From an optimization exercise on the open Yosys and OpenROAD flow, aimed at small area; shortcuts taken in it are not production practice.
Function was checked by simulation only, so behaviour that the tests miss may differ from the original.
Power and IR drop assume default switching activity.

[design/flow/run.sh]
#!/bin/bash
# synth_recipe.tcl (not shown) runs the flow's synth.tcl, then flattens the netlist and writes it again
# the make line also repeats each setting of config.mk as NAME=value (left out here)
make -C /OpenROAD-flow-scripts/flow DESIGN_CONFIG=/design/flow/config.mk WORK_HOME=/design/flow/orfs CLKGATE_MAP_FILE= SYNTH_SCRIPT=/design/flow/synth_recipe.tcl finish
[design/flow/config.mk]
export PLATFORM = sky130hd
export DESIGN_NAME = clock_top
export DESIGN_NICKNAME = clock_top
export VERILOG_FILES = /design/flow/design.v
export SDC_FILE = /design/flow/constraint.sdc
export NUM_CORES = 4
export LEC_CHECK = 0
export CAP_MARGIN = 20
export CORE_MARGIN = 2
export CORE_UTILIZATION = 40
export SLEW_MARGIN = 20
[design/flow/constraint.sdc]
create_clock -name core_clock -period 10.0 [get_ports {clock}]
set_input_delay 2.0000 -clock core_clock [delete_from_list [all_inputs] [get_ports {clock}]]
set_output_delay 2.0000 -clock core_clock [all_outputs]
set_load 0.01 [all_outputs]
[design/flow/design.v]
module debounce #(
	parameter [31:0] DELAY = 500000
) (
	input wire clk_i,
	input wire rstn_i,
	input wire key_i,
	output wire debkey_o
);
	parameter [2:0] state1 = 0, state2 = 1, state3 = 2, state4 = 3, state5 = 4;
	reg [2:0] state; wire [2:0] nextstate;
	reg intclock;
	reg [23:0] clockdiv;
	always @(posedge clk_i, negedge rstn_i) begin
		if (rstn_i == 1'b0) begin
			state <= state1;
		end else begin
			case(state)
			state1 : begin
				if (intclock == 1'b0) begin
					if (key_i == 1'b1) begin
						state <= state2;
					end
				end
			end
			state2 : begin
				if (intclock == 1'b1) begin
					if (key_i == 1'b1) begin
						state <= state3;
					end
					else begin
						state <= state1;
					end
				end
			end
			state3 : begin
				if (intclock == 1'b0) begin
					if (key_i == 1'b0) begin
						state <= state4;
					end
				end
			end
			state4 : begin
				if (intclock == 1'b1) begin
					if (key_i == 1'b0) begin
						state <= state5;
					end
					else begin
						state <= state3;
					end
				end
			end
			state5 : begin
				state <= state1;
			end
			endcase
		end
	end
	always @(posedge clk_i, negedge rstn_i) begin
		if (rstn_i == 1'b0) begin
			clockdiv <= {24{1'b0}};
			intclock <= 1'b0;
		end else begin
			if (clockdiv <= DELAY) begin
				clockdiv <= clockdiv + 1;
			end
			else begin
				clockdiv <= {24{1'b0}};
				intclock <= ~intclock;
			end
		end
	end
	assign debkey_o = state == state3 ? 1'b1 : 1'b0;
endmodule
module clock_divisor(
    input wire clk_100MHz_i,
    input wire reset_i,
    output reg seconds_pulse_o
);
    reg [27:0] counter; 
    always @(posedge clk_100MHz_i) begin
        if (reset_i) begin
            counter <= 0;
            seconds_pulse_o <= 0;
        end else begin
            if (counter == 32768 - 1) begin
                counter <= 0;
                seconds_pulse_o <= 1;
            end else begin
                counter <= counter + 1;
                seconds_pulse_o <= 0;
            end
        end
    end
endmodule
module counter (
    input  wire clk_100MHz_i,
    input  wire reset_i,           
    input  wire seconds_pulse_i,
    input  wire count_enable_i,          
    input  wire [5:0] load_seconds_i,  
    input  wire [5:0] load_minutes_i,
    input  wire [4:0] load_hours_i,   
    input  wire load_time_i,
    output reg [5:0] seconds_o,    
    output reg [5:0] minutes_o,    
    output reg [4:0] hours_o       
);
    always @(posedge clk_100MHz_i) begin
        if (reset_i) begin
            seconds_o <= 0;
            minutes_o <= 0;
            hours_o   <= 0;
        end else begin            
            if (load_time_i) begin
                seconds_o <= load_seconds_i;
                minutes_o <= load_minutes_i;
                hours_o   <= load_hours_i;
            end
            else if (count_enable_i && seconds_pulse_i) begin
                if (seconds_o == 59) begin
                    seconds_o <= 0;
                    if (minutes_o == 59) begin
                        minutes_o <= 0;
                        if (hours_o == 23)
                            hours_o <= 0;
                        else
                            hours_o <= hours_o + 1;
                    end else begin
                        minutes_o <= minutes_o + 1;
                    end
                end else begin
                    seconds_o <= seconds_o + 1;
                end
            end
        end
    end
endmodule
module watch (
    input  wire clk_100MHz_i,
    input  wire reset_i,
    input  wire [5:0] seconds_i,
    input  wire [5:0] minutes_i,
    input  wire [4:0] hours_i,
    input  wire btn_config_i,  
    input  wire btn_inc_i,         
    input  wire btn_dec_i,           
    output wire count_enable_o,
    output wire [5:0] load_seconds_o,
    output wire [5:0] load_minutes_o,
    output wire [4:0] load_hours_o,
    output wire load_time_o,
    output wire [5:0] d1, d2, d3, d4, d5, d6, d7, d8
);
    reg [25:0] blink_counter;
    reg blink_signal;
    always @(posedge clk_100MHz_i) begin
        if (reset_i) begin
            blink_counter <= 26'b0;
            blink_signal <= 1'b0;
        end else begin
            blink_counter <= blink_counter + 1;
            if (blink_counter == 26'd16384) begin  
                blink_counter <= 26'b0;
                blink_signal <= ~blink_signal;
            end
        end
    end
    reg btn_config_prev, btn_inc_prev, btn_dec_prev;
    wire btn_config_edge, btn_inc_edge, btn_dec_edge;
    always @(posedge clk_100MHz_i) begin
        if (reset_i) begin
            btn_config_prev <= 0;
            btn_inc_prev <= 0;
            btn_dec_prev <= 0;
        end else begin
            btn_config_prev <= btn_config_i;
            btn_inc_prev <= btn_inc_i;
            btn_dec_prev <= btn_dec_i;
        end
    end
    assign btn_config_edge = btn_config_i && !btn_config_prev;
    assign btn_inc_edge = btn_inc_i && !btn_inc_prev;
    assign btn_dec_edge = btn_dec_i && !btn_dec_prev;
    typedef enum reg [2:0] {
        RUN = 3'b000,
        EDIT_HOURS = 3'b001,
        EDIT_MIN = 3'b010,
        EDIT_SEC = 3'b011
    } state_t;
    state_t current_state, next_state;
    reg [5:0] edit_seconds;
    reg [5:0] edit_minutes;
    reg [4:0] edit_hours;
    always @(posedge clk_100MHz_i) begin
        if (reset_i) begin
            current_state <= RUN;
            edit_seconds <= 0;
            edit_minutes <= 0;
            edit_hours <= 0;
        end else begin
            current_state <= next_state;
            case (current_state)
                RUN: begin
                    edit_seconds <= seconds_i;
                    edit_minutes <= minutes_i;
                    edit_hours <= hours_i;
                end
                EDIT_HOURS: begin
                    if (btn_inc_edge) begin 
                        if (edit_hours == 23)
                            edit_hours <= 0;
                        else
                            edit_hours <= edit_hours + 1;
                    end else if (btn_dec_edge) begin
                        if (edit_hours == 0)
                            edit_hours <= 23;
                        else
                            edit_hours <= edit_hours - 1;
                    end
                end
                EDIT_MIN: begin
                    if (btn_inc_edge) begin
                        if (edit_minutes == 59)
                            edit_minutes <= 0;
                        else
                            edit_minutes <= edit_minutes + 1;
                    end else if (btn_dec_edge) begin
                        if (edit_minutes == 0)
                            edit_minutes <= 59;
                        else
                            edit_minutes <= edit_minutes - 1;
                    end
                end
                EDIT_SEC: begin
                    if (btn_inc_edge) begin
                        if (edit_seconds == 59)
                            edit_seconds <= 0;
                        else
                            edit_seconds <= edit_seconds + 1;
                    end else if (btn_dec_edge) begin
                        if (edit_seconds == 0)
                            edit_seconds <= 59;
                        else
                            edit_seconds <= edit_seconds - 1;
                    end
                end
            endcase
        end
    end
    always @(*) begin
        next_state = current_state;
        if (btn_config_edge) begin
            case (current_state)
                RUN:        next_state = EDIT_HOURS;
                EDIT_HOURS: next_state = EDIT_MIN;
                EDIT_MIN:   next_state = EDIT_SEC;
                EDIT_SEC:   next_state = RUN;
                default:    next_state = RUN;
            endcase
        end
    end
    assign count_enable_o = (current_state == RUN);
    assign load_seconds_o = edit_seconds;
    assign load_minutes_o = edit_minutes;
    assign load_hours_o = edit_hours;
    assign load_time_o = (current_state == EDIT_SEC && btn_config_edge);
    reg [5:0] display_seconds, display_minutes;
    reg [4:0] display_hours;
    always @(*) begin
        case (current_state)
            RUN: begin
                display_seconds = seconds_i;
                display_minutes = minutes_i;
                display_hours = hours_i;
            end
            default: begin
                display_seconds = edit_seconds;
                display_minutes = edit_minutes;
                display_hours = edit_hours;
            end
        endcase
    end
    wire [3:0] hours_tens, hours_units;
    wire [3:0] minutes_tens, minutes_units;
    wire [3:0] seconds_tens, seconds_units;
    assign hours_tens = display_hours / 10;
    assign hours_units = display_hours % 10;
    assign minutes_tens = display_minutes / 10;
    assign minutes_units = display_minutes % 10;
    assign seconds_tens = display_seconds / 10;
    assign seconds_units = display_seconds % 10;
    wire hours_enable, minutes_enable, seconds_enable;
    assign hours_enable = (current_state == EDIT_HOURS) ? blink_signal : 1'b1; 
    assign minutes_enable = (current_state == EDIT_MIN) ? blink_signal : 1'b1;
    assign seconds_enable = (current_state == EDIT_SEC) ? blink_signal : 1'b1;
    assign d8 = {hours_enable, hours_tens, 1'b1};       
    assign d7 = {hours_enable, hours_units, 1'b1};      
    assign d6 = {1'b0, 4'b0000, 1'b1};                  
    assign d5 = {minutes_enable, minutes_tens, 1'b1};   
    assign d4 = {minutes_enable, minutes_units, 1'b1};  
    assign d3 = {1'b0, 4'b0000, 1'b1};                  
    assign d2 = {seconds_enable, seconds_tens, 1'b1};   
    assign d1 = {seconds_enable, seconds_units, 1'b1};  
endmodule
module dspl_drv_8dig
(
	input wire clock,
	input wire reset,
	input wire [5:0] d8,
	input wire [5:0] d7,
	input wire [5:0] d6,
	input wire [5:0] d5,
	input wire [5:0] d4,
	input wire [5:0] d3,
	input wire [5:0] d2,
	input wire [5:0] d1,
	output reg [7:0] an,
	output reg [7:0] dec_ddp
);
	parameter [31:0] HALF_MS_COUNT=16;
	reg ck_1KHz;
	reg [2:0] dig_selection;
	reg [4:0] selected_dig;
	reg [31:0] count_50K;
	wire [31:0] count_next;
	wire ck_toggle;
	wire ck_rise;
	assign count_next = count_50K + 1;
	assign ck_toggle = (count_next == (HALF_MS_COUNT - 1));
	assign ck_rise = ck_toggle & ~ck_1KHz;
	always @(posedge clock, posedge reset) begin : P1
		if (reset == 1'b1) begin
			count_50K <= 0;
			ck_1KHz <= 1'b0;
		end else begin
			if (ck_toggle) begin
				count_50K <= 0;
				ck_1KHz <=  ~ck_1KHz;
			end else begin
				count_50K <= count_next;
			end
		end
	end
	always @(posedge clock, posedge reset) begin
		if (reset == 1'b1) begin
			dig_selection <= {3{1'b0}};
			selected_dig <= {5{1'b0}};
			an <= {8{1'b1}};
		end else if (ck_rise) begin
			if (dig_selection == 3'b111) begin
				dig_selection <= {3{1'b0}};
			end
			else begin
				dig_selection <= dig_selection + 1;
			end
			if (dig_selection == 3'b000) begin
				selected_dig <= d1[4:0];
				an <= {7'b1111111, ~d1[5]};
			end
			else if (dig_selection == 3'b001) begin
				selected_dig <= d2[4:0];
				an <= {6'b111111, ~d2[5],1'b1};
			end
			else if (dig_selection == 3'b010) begin
				selected_dig <= d3[4:0];
				an <= {5'b11111, ~d3[5],2'b11};
			end
			else if (dig_selection == 3'b011) begin
				selected_dig <= d4[4:0];
				an <= {4'b1111, ~d4[5],3'b111};
			end
			else if (dig_selection == 3'b100) begin
				selected_dig <= d5[4:0];
				an <= {3'b111, ~d5[5],4'b1111};
			end
			else if (dig_selection == 3'b101) begin
				selected_dig <= d6[4:0];
				an <= {2'b11, ~d6[5],5'b11111};
			end
			else if (dig_selection == 3'b110) begin
				selected_dig <= d7[4:0];
				an <= {1'b1, ~d7[5],6'b111111};
			end
			else begin
				selected_dig <= d8[4:0];
				an <= { ~d8[5],7'b1111111};
			end
		end
	end
	always @(*) begin
		case (selected_dig[4:1])
		4'b0000 : dec_ddp[7:1] <= 7'b0000001;  
		4'b0001 : dec_ddp[7:1] <= 7'b1001111;  
		4'b0010 : dec_ddp[7:1] <= 7'b0010010;  
		4'b0011 : dec_ddp[7:1] <= 7'b0000110;  
		4'b0100 : dec_ddp[7:1] <= 7'b1001100;  
		4'b0101 : dec_ddp[7:1] <= 7'b0100100;  
		4'b0110 : dec_ddp[7:1] <= 7'b0100000;  
		4'b0111 : dec_ddp[7:1] <= 7'b0001111;  
		4'b1000 : dec_ddp[7:1] <= 7'b0000000;  
		4'b1001 : dec_ddp[7:1] <= 7'b0000100;  
		4'b1010 : dec_ddp[7:1] <= 7'b0001000;  
		4'b1011 : dec_ddp[7:1] <= 7'b1100000;  
		4'b1100 : dec_ddp[7:1] <= 7'b0110001;  
		4'b1101 : dec_ddp[7:1] <= 7'b1000010;  
		4'b1110 : dec_ddp[7:1] <= 7'b0110000;  
		default : dec_ddp[7:1] <= 7'b0111000;  
		endcase
		dec_ddp[0] <= selected_dig[0];
	end
endmodule
module clock_top(
    input wire clock,
    input wire reset_i,        
    input wire config_i,       
    input wire increment_i,    
    input wire decrement_i,    
    output wire [15:0] LED,    
    output wire [7:0] an,      
    output wire [7:0] dec_ddp  
);
    wire reset;           
    wire reset_n;         
    wire display_reset;   
    wire seconds_pulse;
    wire count_enable;
    wire [5:0] seconds, load_seconds;
    wire [5:0] minutes, load_minutes;
    wire [4:0] hours, load_hours;
    wire load_time;       
    wire [5:0] d1, d2, d3, d4, d5, d6, d7, d8;
    wire btn_config_db, btn_inc_db, btn_dec_db;
    reg [2:0] reset_sync;
    always @(posedge clock or negedge reset_i) begin
        if (!reset_i) begin
            reset_sync <= 3'b000;
        end else begin
            reset_sync <= {reset_sync[1:0], 1'b1};
        end
    end
    assign reset = ~reset_sync[2];   
    assign reset_n = reset_sync[2];  
    reg [3:0] display_reset_counter;
    always @(posedge clock or negedge reset_i) begin
        if (!reset_i) begin
            display_reset_counter <= 4'h0;
        end else if (display_reset_counter < 4'hF) begin
            display_reset_counter <= display_reset_counter + 1;
        end
    end
    assign display_reset = (display_reset_counter < 4'h4);   
    assign LED = {10'b0, seconds};
    debounce #(.DELAY(163)) deb_config (
        .clk_i(clock),
        .rstn_i(reset_n),
        .key_i(config_i),
        .debkey_o(btn_config_db)
    );
    debounce #(.DELAY(163)) deb_inc (
        .clk_i(clock),
        .rstn_i(reset_n),
        .key_i(increment_i),
        .debkey_o(btn_inc_db)
    );
    debounce #(.DELAY(163)) deb_dec (
        .clk_i(clock),
        .rstn_i(reset_n),
        .key_i(decrement_i),
        .debkey_o(btn_dec_db)
    );
    clock_divisor clk_div (
        .clk_100MHz_i(clock),
        .reset_i(reset),
        .seconds_pulse_o(seconds_pulse)
    );
    counter time_counter (
        .clk_100MHz_i(clock),
        .reset_i(reset),
        .seconds_pulse_i(seconds_pulse),
        .count_enable_i(count_enable),
        .load_seconds_i(load_seconds),
        .load_minutes_i(load_minutes),
        .load_hours_i(load_hours),
        .load_time_i(load_time),
        .seconds_o(seconds),
        .minutes_o(minutes),
        .hours_o(hours)
    );
    watch main_watch (
        .clk_100MHz_i(clock),
        .reset_i(reset),
        .seconds_i(seconds),
        .minutes_i(minutes),
        .hours_i(hours),
        .btn_config_i(btn_config_db),    
        .btn_inc_i(btn_inc_db),          
        .btn_dec_i(btn_dec_db),  
        .count_enable_o(count_enable),
        .load_seconds_o(load_seconds),
        .load_minutes_o(load_minutes),
        .load_hours_o(load_hours),
        .load_time_o(load_time),
        .d1(d1), .d2(d2), .d3(d3), .d4(d4),
        .d5(d5), .d6(d6), .d7(d7), .d8(d8)
    );
    dspl_drv_8dig display_driver (
        .clock(clock),
        .reset(display_reset),
        .d1(d1), .d2(d2), .d3(d3), .d4(d4),
        .d5(d5), .d6(d6), .d7(d7), .d8(d8),
        .an(an),
        .dec_ddp(dec_ddp)
    );
endmodule
==> out/summary.json <==
{
  "status": {
    "run_status": "timing/DRC/antenna clean"
  },
  "global_routing": {
    "grt_antenna_before_repair": 0,
    "grt_pass1_wl_um": 47900,
    "grt_pass1_vias": 9751,
    "grt_util_all_layers_pct": 16.8,
    "grt.overflow.total": 0,
    "grt_start_max_net_pins": 78
  },
  "floorplanning": {
    "initial_utilization_pct": 40.9,
    "die_area_um2": 33900,
    "std_cell_rows": 65,
    "floorplan.die.width_um": 184,
    "pin_count": 37,
    "core_area_um2": 31700,
    "die_y_extent_um": 184
  },
  "power": {
    "power.density_cell_area_nw_per_um2": 186,
    "peakVddDrop_mv": 0.152,
    "p_leak_uw": 0.00605
  },
  "layout": {
    "share_of_final_layout_standard_cells_stronger_than_drive_strength_1_pct": 7.44,
    "highest_count_cells_in_the_layout_ignoring_fill_and_taps": "151 x sky130_fd_sc_hd__nor2_1, 131 x sky130_fd_sc_hd__dfrtp_1, 108 x sky130_fd_sc_hd__nand2_1",
    "antenna_cells": 0,
    "layout.cells.non_filler": 1921,
    "flow.area_growth_from_synthesis_pct": 13.0,
    "final_common_cell": "sky130_fd_sc_hd__nor2_1",
    "final_net_count": 1551
  },
  "synth": {
    "post_synth_instance_area_um2": 13000,
    "most_area_consuming_cells_after_synthesis": "sky130_fd_sc_hd__dfrtp_1 25%, sky130_fd_sc_hd__dfxtp_1 15%, sky130_fd_sc_hd__ha_1 4.7%",
    "synth_warnings": 6,
    "synth-async-reset-ratio_pct": 59.2,
    "avgSynthCellArea_um2": 8.96,
    "yosys.area.top_type": "sky130_fd_sc_hd__dfrtp_1",
    "synth-seq-cells": 233,
    "seq_area_frac_synth_pct": 41.3,
    "synth.distinct_cells": 86,
    "synth_largest_type_area_fraction_pct": 25.5,
    "syn_inst": 1448,
    "yosys_most_used_dff": "sky130_fd_sc_hd__dfrtp_1",
    "synth_edf_count": 0
  },
  "critical_path": {
    "worstPathArrival_ns": 4.95,
    "cpPeakStageDelay_ns": 0.44,
    "critical_path_class": "flop to flop",
    "endpoint_kind": "flop",
    "worst_path_most_repeated_cell": "sky130_fd_sc_hd__ha_1",
    "worst-endpoint-required_ns": 10.47,
    "worst_setup_path_start_kind": "flop",
    "top_fanout_value_on_the_critical_path": 43,
    "path_cells": "inv_1 > ha_1 > buf_4 > mux2_2 > inv_1 > ha_1 > nand2b_1 > ha_1 > and3b_1 > a221oi_2 > a211oi_1 > a221oi_1 > ha_1 > nand2_1 > o32ai_1 > a2111oi_0 > a21o_1",
    "critPathBufInv": 3,
    "cpLargestDelayFamily": "compound AO/OA/AOI/OAI gates",
    "cp_slowest_cell": "sky130_fd_sc_hd__a221oi_2"
  },
  "placed_design": {
    "dpl.cell_count": 1869,
    "place.gp.congestion": 0.913,
    "place.port_buffers": 24,
    "detailedPlacementHpwl_um": 19300
  },
  "clock_network": {
    "tritoncts.num_buffers": 28,
    "cts-root-buf": "sky130_fd_sc_hd__clkbuf_16",
    "cts.sink_count": 233,
    "postCtsSetupRepairBufs": 0,
    "worstSkewPairLatency_ns": 0.57,
    "postCtsHoldBufs": 0,
    "max-clock-path-buffers": 3,
    "post_cts_resize_count": 0,
    "cts.clk_slew.worst_paths_ns": 0.06,
    "h-tree-depth": 1,
    "tritoncts": "yes"
  },
  "sta": {
    "period_minus_slack_ns": 4.48,
    "clock.fmax_mhz": 223,
    "slew_headroom_pct": 40.1,
    "max_slew.worst_pin.slew_ns": 0.891,
    "tns_ns": 0,
    "final-hold-violation-count": 0,
    "slew_viol_final": 0,
    "final.period_utilization_pct": 44.8,
    "rsz_0062_raised_after_global_routing": "false",
    "clock_tree_skew_after_final_layout_ns": 0.0421,
    "setup_viol_count_final": 0
  },
  "detailed_routing": {
    "dr_total_vias": 10403,
    "postRouteAntennaNets": 0,
    "wl_um": 27800,
    "viasPerCell": 5.42,
    "drt-pass1-iter-count": 5,
    "drtIter0Drc": 767,
    "wl_per_cell_um": 14.4,
    "post-route-drc-count": 0
  },
  "job": {
    "max_cap_viol_count": 0
  },
  "hold_path": {
    "type_of_the_most_critical_hold_path": "flop to flop"
  }
}
where the power goes:
part           leakage (uW)  switching, uW  internal, uW  total (uW)
clock network      0.000493            408           657        1070
registers           0.00248           88.8           994        1080
logic               0.00307            340           236         576
area by class of cell:
cell class,count,area (um2)
Inverter,66,248
Timing Repair Buffer,32,300
Tap cell,402,503
Clock buffer,35,777
Sequential cell,233,5370
Fill cell,3052,17000
Clock inverter,17,223
Multi-Input combinational cell,1136,7250
final timing paths:
| path | startpoint | to | slack [ns] | depth (start not counted) |
|---|---|---|---|---|
| worst min register to register | reset_sync[0]$_DFF_PN0_ | reset_sync[1]$_DFF_PN0_ | 0.35 | 0 |
| min in group asynchronous | reset_sync[2]$_DFF_PN0_ | deb_inc.state[1]$_DFFE_PN0P_ | 0.46 | 0 |
| max in group asynchronous | reset_i | reset_sync[2]$_DFF_PN0_ | 8.04 | 1 |
| worst min-delay path | reset_sync[0]$_DFF_PN0_ | reset_sync[1]$_DFF_PN0_ | 0.35 | 0 |
| worst max register to register | main_watch.current_state[0]$_SDFFE_PN0P_ | display_driver.selected_dig[3]$_DFFE_PN0P_ | 5.52 | 17 |
| worst max-delay path | main_watch.current_state[0]$_SDFFE_PN0P_ | display_driver.selected_dig[3]$_DFFE_PN0P_ | 5.52 | 17 |
sequential cells by signal, summed over array words and instances, names as in the netlist, 6 cells and up:
signal	count
time_counter.seconds_o	6
display_driver.an	6
main_watch.edit_seconds	6
display_driver.count_50K	32
deb_config.clockdiv	24
clk_div.counter	28
deb_dec.clockdiv	24
main_watch.blink_counter	26
main_watch.edit_minutes	6
time_counter.minutes_o	6
deb_inc.clockdiv	24
synthesized netlist by cell type, types with 7 or more instances:
library cell,instances
sky130_fd_sc_hd__nand2_1,108
sky130_fd_sc_hd__mux2_2,17
sky130_fd_sc_hd__mux2i_1,19
sky130_fd_sc_hd__nand4_1,34
sky130_fd_sc_hd__a221oi_1,7
sky130_fd_sc_hd__xnor2_1,48
sky130_fd_sc_hd__or2_2,12
sky130_fd_sc_hd__nand3_1,70
sky130_fd_sc_hd__dfxtp_1,95
sky130_fd_sc_hd__and4_1,9
sky130_fd_sc_hd__o211ai_1,12
sky130_fd_sc_hd__nand4b_1,7
sky130_fd_sc_hd__buf_2,12
sky130_fd_sc_hd__and2_1,14
sky130_fd_sc_hd__and3_1,23
sky130_fd_sc_hd__nor2b_1,25
sky130_fd_sc_hd__nand2b_1,14
sky130_fd_sc_hd__xor2_1,61
sky130_fd_sc_hd__a31oi_1,15
sky130_fd_sc_hd__a21o_1,8
sky130_fd_sc_hd__o31a_1,10
sky130_fd_sc_hd__buf_4,14
sky130_fd_sc_hd__inv_1,62
sky130_fd_sc_hd__nor2_1,151
sky130_fd_sc_hd__o211a_1,15
sky130_fd_sc_hd__a21oi_1,70
sky130_fd_sc_hd__nor4_1,25
sky130_fd_sc_hd__ha_1,49
sky130_fd_sc_hd__o31ai_1,7
sky130_fd_sc_hd__or3_1,13
sky130_fd_sc_hd__nor3b_1,11
sky130_fd_sc_hd__nor3_1,33
sky130_fd_sc_hd__a211oi_1,16
sky130_fd_sc_hd__o21ai_0,61
sky130_fd_sc_hd__dfrtp_1,132
sky130_fd_sc_hd__o21a_1,7
sky130_fd_sc_hd__clkbuf_1,43
sky130_fd_sc_hd__a22oi_1,8
layer usage:
| layer | vias to the layer above | GRT usage (%) | routed length (um) |
|---|---|---|---|
| met4 | 0 | 4.74 | 593 |
| met3 | 46 | 2.55 | 1260 |
| met2 | 198 | 27.0 | 12600 |
| met1 | 4934 | 23.3 | 13300 |
| met5 | - | 0 | 0 |
| li1 | 5225 | - | - |
stage by stage:
stage | power, uW | hold slack [ns] | worst slack, ns | utilization, % | area, um2
final | 2720 | 0.347 | 5.52 | 46.2 | 14700
after global routing | 2890 | 0.372 | 5.20 | 46.2 | 14700
after CTS | 2760 | 0.348 | 5.54 | 46.2 | 14700
after detailed placement | 1670 | 0.335 | 5.61 | 43.1 | 13700
after global placement | 1660 | 0.334 | 5.73 | 43.1 | 13700
after floorplan | 1530 | 0.331 | 6.11 | - | 13200
cell families (layout without fill, tap and decap cells):
kind of cell / Yosys count / after routing / share of synthesized area, %
and+or+nand+nor: 586 / 586 / 23.6
AOI/OAI and AO/OA: 293 / 293 / 15.2
DFF: 233 / 233 / 41.3
buffers and inverters: 138 / 150 / 4.57
xor gates and xnor gates: 109 / 109 / 7.36
adders and majority gates: 49 / 49 / 4.72
muxes: 38 / 38 / 3.22
other: 2 / 61 / 0.0579

==> re-timing with driven ports <==
In the flow no input, the clock included, has a driving cell. The finished layout below was timed again as built, in two steps. Step 1 (the two cells are an assumption about what drives the block):
set clk [get_ports {clock}]
set_driving_cell -lib_cell sky130_fd_sc_hd__clkbuf_16 $clk
set_driving_cell -lib_cell sky130_fd_sc_hd__buf_2 [delete_from_list [all_inputs] $clk]
Step 2 adds t to the input delays and takes it off the output delays; t is the mean of the earliest and latest rising clock arrival at the registers after step 1. Input paths then give back, and output paths get back, about the clock's delay inside the block. Slacks: ideal ports / drivers / drivers and shift; pairs: ideal ports / drivers.
t (ns): 0.597
setup WS [ns]: 5.521 / 5.521 / 5.521
worst setup path at the end: register to register
worst register clock-pin slew, ns: 0.06 / 0.06
After both steps setup and hold are still met in this run. For this run, drivers alone change the setup slack by 0.000 ns; drivers and shift together by 0.000 ns.
